This is an optimization exercise on Yosys and OpenROAD, whose aim is small area and a short achievable clock period, not a production implementation. Only simulation tests tie the RTL to the original design; equivalence was not proved.

==> 06-15 <==
## processor
module processor(clk, rst, i_dataValid, i_packet, o_answer);
clock: 42.0 ns
lec_check: 0
cap_margin: 20
core_margin: 2
core_utilization: 60
slew_margin: 20
synth_hierarchical: 1
standard.sh (not shown) runs the stock make flow with config.mk's settings and CLKGATE_MAP_FILE= SYNTH_SCRIPT=/design/flow/synth_recipe.tcl, a recipe that flattens the netlist after the stock synthesis.
==> flow/flow/run.sh <==
#!/bin/bash
# Standard layout, with plain buf_1 cells as the buffers that every input and output port gets,
# and timing repair asked to keep 26 ns of setup slack (a 16 ns path) so that the resizer
# buffers and sizes the critical path instead of leaving minimum-size gates on it.
set -euo pipefail
export BUFFER_PORTS_ARGS="-buffer_cell sky130_fd_sc_hd__buf_1"
export SETUP_SLACK_MARGIN=26
bash standard.sh > standard.log 2>&1
==> 09-27 (differences from 06-15) <==
--- a/flow/design.v
+++ b/flow/design.v
@@ -164,72 +164,42 @@
   wire ng_118, np_119;
   ha unp_119 (.a(c1[6]), .b(c2n[6]), .s(np_119), .co(ng_118));
   wire ng_120, np_121;
   ha unp_121 (.a(c1[7]), .b(c2n[7]), .s(np_121), .co(ng_120));
   wire ng_122, np_123;
   ha unp_123 (.a(c1[8]), .b(c2n[8]), .s(np_123), .co(ng_122));
-  wire nG_124;
-  ao21 unG_124 (.a(ng_108), .b(np_109), .c(ng_106), .y(nG_124));
-  wire nP_125;
-  an2 unP_125 (.a(np_109), .b(np_107), .y(nP_125));
-  wire nG_126;
-  ao21 unG_126 (.a(ng_112), .b(np_113), .c(ng_110), .y(nG_126));
-  wire nP_127;
-  an2 unP_127 (.a(np_113), .b(np_111), .y(nP_127));
-  wire nG_128;
-  ao21 unG_128 (.a(ng_116), .b(np_117), .c(ng_114), .y(nG_128));
-  wire nP_129;
-  an2 unP_129 (.a(np_117), .b(np_115), .y(nP_129));
-  wire nG_130;
-  ao21 unG_130 (.a(ng_120), .b(np_121), .c(ng_118), .y(nG_130));
-  wire nP_131;
-  an2 unP_131 (.a(np_121), .b(np_119), .y(nP_131));
-  wire nG_132;
-  an2 unG_132 (.a(c1[9]), .b(ng_122), .y(nG_132));
-  wire nP_133;
-  an2 unP_133 (.a(c1[9]), .b(np_123), .y(nP_133));
-  wire nG_134;
-  ao21 unG_134 (.a(ng_110), .b(np_111), .c(nG_124), .y(nG_134));
-  wire nP_135;
-  an2 unP_135 (.a(np_111), .b(nP_125), .y(nP_135));
-  wire nG_136;
-  ao21 unG_136 (.a(nG_126), .b(nP_127), .c(nG_124), .y(nG_136));
-  wire nP_137;
-  an2 unP_137 (.a(nP_127), .b(nP_125), .y(nP_137));
-  wire nG_138;
-  ao21 unG_138 (.a(ng_118), .b(np_119), .c(nG_128), .y(nG_138));
-  wire nP_139;
-  an2 unP_139 (.a(np_119), .b(nP_129), .y(nP_139));
-  wire nG_140;
-  ao21 unG_140 (.a(nG_130), .b(nP_131), .c(nG_128), .y(nG_140));
-  wire nP_141;
-  an2 unP_141 (.a(nP_131), .b(nP_129), .y(nP_141));
-  wire nG_142;
-  ao21 unG_142 (.a(ng_114), .b(np_115), .c(nG_136), .y(nG_142));
-  wire nP_143;
-  an2 unP_143 (.a(np_115), .b(nP_137), .y(nP_143));
-  wire nG_144;
-  ao21 unG_144 (.a(nG_128), .b(nP_129), .c(nG_136), .y(nG_144));
-  wire nP_145;
-  an2 unP_145 (.a(nP_129), .b(nP_137), .y(nP_145));
-  wire nG_146;
-  ao21 unG_146 (.a(nG_138), .b(nP_139), .c(nG_136), .y(nG_146));
-  wire nP_147;
-  an2 unP_147 (.a(nP_139), .b(nP_137), .y(nP_147));
-  wire nG_148;
-  ao21 unG_148 (.a(nG_140), .b(nP_141), .c(nG_136), .y(nG_148));
-  wire nP_149;
-  an2 unP_149 (.a(nP_141), .b(nP_137), .y(nP_149));
-  wire nG_150;
-  ao21 unG_150 (.a(ng_122), .b(np_123), .c(nG_148), .y(nG_150));
-  wire nP_151;
-  an2 unP_151 (.a(np_123), .b(nP_149), .y(nP_151));
-  wire nG_152;
-  ao21 unG_152 (.a(nG_132), .b(nP_133), .c(nG_148), .y(nG_152));
-  wire nP_153;
-  an2 unP_153 (.a(nP_133), .b(nP_149), .y(nP_153));
+  wire nG_124 = ng_108 | (np_109 & ng_106);
+  wire nP_125 = np_109 & np_107;
+  wire nG_126 = ng_112 | (np_113 & ng_110);
+  wire nP_127 = np_113 & np_111;
+  wire nG_128 = ng_116 | (np_117 & ng_114);
+  wire nP_129 = np_117 & np_115;
+  wire nG_130 = ng_120 | (np_121 & ng_118);
+  wire nP_131 = np_121 & np_119;
+  wire nG_132 = c1[9] & ng_122;
+  wire nP_133 = c1[9] & np_123;
+  wire nG_134 = ng_110 | (np_111 & nG_124);
+  wire nP_135 = np_111 & nP_125;
+  wire nG_136 = nG_126 | (nP_127 & nG_124);
+  wire nP_137 = nP_127 & nP_125;
+  wire nG_138 = ng_118 | (np_119 & nG_128);
+  wire nP_139 = np_119 & nP_129;
+  wire nG_140 = nG_130 | (nP_131 & nG_128);
+  wire nP_141 = nP_131 & nP_129;
+  wire nG_142 = ng_114 | (np_115 & nG_136);
+  wire nP_143 = np_115 & nP_137;
+  wire nG_144 = nG_128 | (nP_129 & nG_136);
+  wire nP_145 = nP_129 & nP_137;
+  wire nG_146 = nG_138 | (nP_139 & nG_136);
+  wire nP_147 = nP_139 & nP_137;
+  wire nG_148 = nG_140 | (nP_141 & nG_136);
+  wire nP_149 = nP_141 & nP_137;
+  wire nG_150 = ng_122 | (np_123 & nG_148);
+  wire nP_151 = np_123 & nP_149;
+  wire nG_152 = nG_132 | (nP_133 & nG_148);
+  wire nP_153 = nP_133 & nP_149;
   wire no_154 = ~np_107;
   wire nG_155 = ng_106 | np_107;
   wire no_156;
   xr2 uno_156 (.a(np_109), .b(nG_155), .y(no_156));
   wire nG_157 = nG_124 | nP_125;
   wire no_158;
==> 10-13 (differences from 06-15) <==
==> flow/flow/run.sh (replaced) <==
#!/bin/bash
# Standard layout, with plain buf_1 cells (instead of the default delay buffers) as the
# buffers that every input and output port gets.
set -euo pipefail
export BUFFER_PORTS_ARGS="-buffer_cell sky130_fd_sc_hd__buf_1"
bash standard.sh > standard.log 2>&1
==> comparison <==
Synthesized area: 10-13 is higher than 09-27 (about 4.6%).
Sequential cell count is the same in 06-15 and 10-13.
10-13 ran to the end with no violations. 09-27 completed with no timing, DRC or antenna violations. 06-15 finished with timing, DRC and antenna clean.
Via count: 09-27 is smaller than 10-13 (about 6%).
Against 10-13, the global-route usage of 09-27 is lower by 1.0 points.

-- port drivers added, routing unchanged --
The results above use ideal ports. As a check the final layouts listed here were re-extracted and re-timed, cells and wires unchanged.
Step 1 (the two cells are an assumption about what drives the block):
set clk [get_ports {clk}]
set_driving_cell -lib_cell sky130_fd_sc_hd__clkbuf_16 $clk
set_driving_cell -lib_cell sky130_fd_sc_hd__buf_2 [delete_from_list [all_inputs] $clk]
Step 2 adds t to the input delays and takes it off the output delays; t is the mean of the earliest and latest rising clock arrival at the registers after step 1. Input paths then give back, and output paths get back, about the clock's delay inside the block.
Three values: ideal ports, drivers, drivers and shift; two values: the first two.
run	shift t [ns]	setup slack, ns	latest minus earliest clock arrival (ns)
06-15	0.340	26.357 / 26.362 / 26.023	0.009 / 0.009
09-27	0.349	26.359 / 26.373 / 26.024	0.015 / 0.016
10-13	0.340	25.525 / 25.538 / 25.198	0.010 / 0.010
After both steps setup and hold are still met in every run listed. The setup slack of 09-27, which loses most, moves by +0.014 ns with the drivers and by -0.335 ns with both steps.
